Source: an optimization exercise on an open RTL-to-GDS flow (aim: small area, a short achievable clock period and few clock cycles per item). Production flows keep margins and buffers that such runs may drop. Function was checked by simulation only, so behaviour that the tests miss may differ from the original.

==> inputs of tundra <==
Design mmult, start of the top module:
module mmult(
  input  clk,                  
  input  reset_n,              
  input  enable,               
  input  [0:9*8-1] A_mat,      
  input  [0:9*8-1] B_mat,      
  output valid,                
  output reg [0:9*17-1] C_mat  
);
export LEC_CHECK = 0
export CAP_MARGIN = 5
export CORE_MARGIN = 2
export CORE_UTILIZATION = 55
export PLACE_DENSITY = 0.7
export SLEW_MARGIN = 5
export SYNTH_HIERARCHICAL = 1
export SYNTH_MINIMUM_KEEP_SIZE = 0
create_clock -name core_clock -period 90.0 [get_ports {clk}]
standard.sh (not shown) runs the stock make flow with config.mk's settings and CLKGATE_MAP_FILE= SYNTH_SCRIPT=/design/flow/synth_recipe.tcl, a recipe that flattens the netlist after the stock synthesis.
==> flow/flow/run.sh <==
#!/bin/bash
# The standard layout, with the smallest buffer on each port and a clock tree
# without dummy loads.
set -euo pipefail
bash standard.sh BUFFER_PORTS_ARGS="-buffer_cell sky130_fd_sc_hd__buf_1" \
  CTS_ARGS="-sink_clustering_enable -repair_clock_nets -dont_use_dummy_load -buf_list sky130_fd_sc_hd__clkbuf_8" \
  finish > standard.log 2>&1
==> fjord (differences from tundra) <==
==> flow/flow/run.sh (replaced) <==
#!/bin/bash
# The standard layout, with the smallest buffer on each port, a clock tree
# without dummy loads, and timing repair that aims for 67 ns of setup slack
# (a period near 23 ns) instead of stopping at any positive slack.
set -euo pipefail
bash standard.sh BUFFER_PORTS_ARGS="-buffer_cell sky130_fd_sc_hd__buf_1" \
  CTS_ARGS="-sink_clustering_enable -repair_clock_nets -dont_use_dummy_load -buf_list sky130_fd_sc_hd__clkbuf_8" \
  SETUP_SLACK_MARGIN=67 \
  finish > standard.log 2>&1
==> nickel (differences from tundra) <==
--- a/flow/config.mk
+++ b/flow/config.mk
@@ -7,8 +7,8 @@
 export LEC_CHECK = 0
 export CAP_MARGIN = 5
 export CORE_MARGIN = 2
-export CORE_UTILIZATION = 55
-export PLACE_DENSITY = 0.7
+export CORE_UTILIZATION = 70
+export PLACE_DENSITY = 0.85
 export SLEW_MARGIN = 5
 export SYNTH_HIERARCHICAL = 1
 export SYNTH_MINIMUM_KEEP_SIZE = 0
==> juniper (differences from tundra) <==
==> flow/flow/run.sh (replaced) <==
#!/bin/bash
# The standard layout, with the smallest buffer on each port.
set -euo pipefail
bash standard.sh BUFFER_PORTS_ARGS="-buffer_cell sky130_fd_sc_hd__buf_1" finish > standard.log 2>&1
==> metrics list <==
* Status: timing/DRC/antenna clean
- In the final layout, the share of cells above drive strength 1 is 0.0490.
- Via count of the first global-routing pass: approximately 15,000
- The worst path meets setup with around 66 ns of slack.
* Met1 routing resource usage after global routing: 0.379
- After routing the design area is roughly 21,000 sq um.
- The critical path goes through buf_1 > mux2i_1 > o21ai_2 > buf_4 > nand2_1 > fa_1 > fa_1 > fa_1 > fa_1 > fa_1 > fa_1 > fa_1 > fa_1 > fa_1 > inv_1 > ha_1 > a41oi_1 > o21bai_1 > a21oi_1 > xor2_1.
- Hold WS: around 0.52 ns
* Logic depth of the worst setup path including buffers: 20
-- figures above: juniper

==> metrics list <==
- Status: timing/DRC/antenna clean
- CTS saw approximately 160 sinks.
- GRT busiest layer: met2
- Hold WS: ~0.52 ns
- Number of tap cells inserted: between 400 and 500
- For this run, global-route usage on met1 was measured as 0.374.
* Final WS setup: 66.24 ns
- Post-Layout Inst Area: about 21,000 sq um
- Gates resized during post-CTS repair numbered 0.
- Crit path cell chain: buf_1 > mux2i_1 > o21ai_2 > buf_4 > nand2_1 > fa_1 > fa_1 > fa_1 > fa_1 > fa_1 > fa_1 > fa_1 > fa_1 > fa_1 > inv_1 > ha_1 > a41oi_1 > o21bai_1 > a21oi_1 > xor2_1
- Count of buffering cells on the critical path with inverters included: 3
- From bottom edge to top edge, the die measures a little under 200 microns.
* Logic depth of the worst setup path including buffers: 20
* Layout cell share with drive strength beyond 1: 0.0434
* Clock transition at the registers of the reported paths: 0.07 ns
- In this run the tool buffered the top-level ports with 300 buffer cells.
- Grouping stages by cell kind, the critical path spends the most delay in adder cells.
-- figures above: tundra

==> metrics list <==
- Data on the critical path arrives at its endpoint at about 24 ns.
- Final worst clock skew: ~0.023 ns
- Logic depth of the worst setup path including buffers: 20
- In this run, synthesis produced a sequential element count of approximately 160.
- The number of antenna diodes in the final layout is 3.
- In the post-route analysis, the smallest setup slack over all paths is 66.22 ns.
* Status: timing/DRC/antenna clean
* Met1 routing resource usage after global routing: 0.447
- Slew of the pin with the lowest slew margin: 0.755 ns
- Layout cell share with drive strength beyond 1: 0.0439
* GRT busiest layer: met2
* Syn Nets: about 2,300
- After routing the design area is about 21,000 sq um.
- Final hold analysis gives a worst-case slack of 0.518 ns.
* RSZ-0062 raised after global routing: false
-- figures above: nickel

==> metrics list <==
* Pin count of the biggest net entering global routing: 50
* Final WS setup: 66.88 ns
- For this run, global-route usage on met1 was measured as 0.375.
* Logic depth of the worst setup path including buffers: 19
- Crit path cell chain: buf_1 > mux2i_1 > o21ai_2 > buf_8 > nand2_1 > fa_1 > fa_1 > fa_1 > fa_1 > fa_1 > fa_2 > fa_2 > fa_2 > inv_2 > ha_4 > a41oi_4 > o21bai_2 > a221oi_2 > xor2_1
- Post-placement cell count: about 2,300
* Status: timing/DRC/antenna clean
- Final hold analysis gives a worst-case slack of about 0.50 ns.
- The finished cells cover roughly 22,000 sq um.
- Largest registers in the final layout: C_mat x153, row x2, done x1
- Layout cell share with drive strength beyond 1: 0.131
-- figures above: fjord

Testbench counts of tundra, summed over its fixed seeds: cycles 1,600, mults 320.
Testbench counts of fjord, summed over its fixed seeds: cycles 1,600, mults 320.
Testbench counts of nickel, summed over its fixed seeds: cycles 1,600, mults 320.
Testbench counts of juniper, summed over its fixed seeds: cycles 1,600, mults 320.

## re-timing with driven ports
Ports are ideal in the flow. The routed layouts listed here were re-timed in OpenROAD. Step 1 assumes that a clkbuf_16 drives the clock port and a buf_2 every other input. Step 2 adds t to the input delays and takes it off the output delays; t is the mean of the earliest and latest rising clock arrival at the registers after step 1. Input paths then give back, and output paths get back, about the clock's delay inside the block. Slacks: ideal ports / drivers / drivers and shift; pairs: ideal ports / drivers.
run | t (ns) | setup slack, ns | worst setup path at the end | clock arrival spread, ns
tundra | 0.521 | 66.240 / 66.263 / 65.742 | input to register | 0.029 / 0.028
fjord | 0.516 | 66.878 / 66.847 / 66.331 | input to register | 0.033 / 0.033
nickel | 0.510 | 66.218 / 66.245 / 65.735 | input to register | 0.024 / 0.024
juniper | 0.494 | 66.166 / 66.194 / 65.700 | input to register | 0.015 / 0.015
After both steps every run listed still meets setup and hold. The setup slack of fjord, which loses most, moves by -0.031 ns with the drivers and by -0.547 ns with both steps.
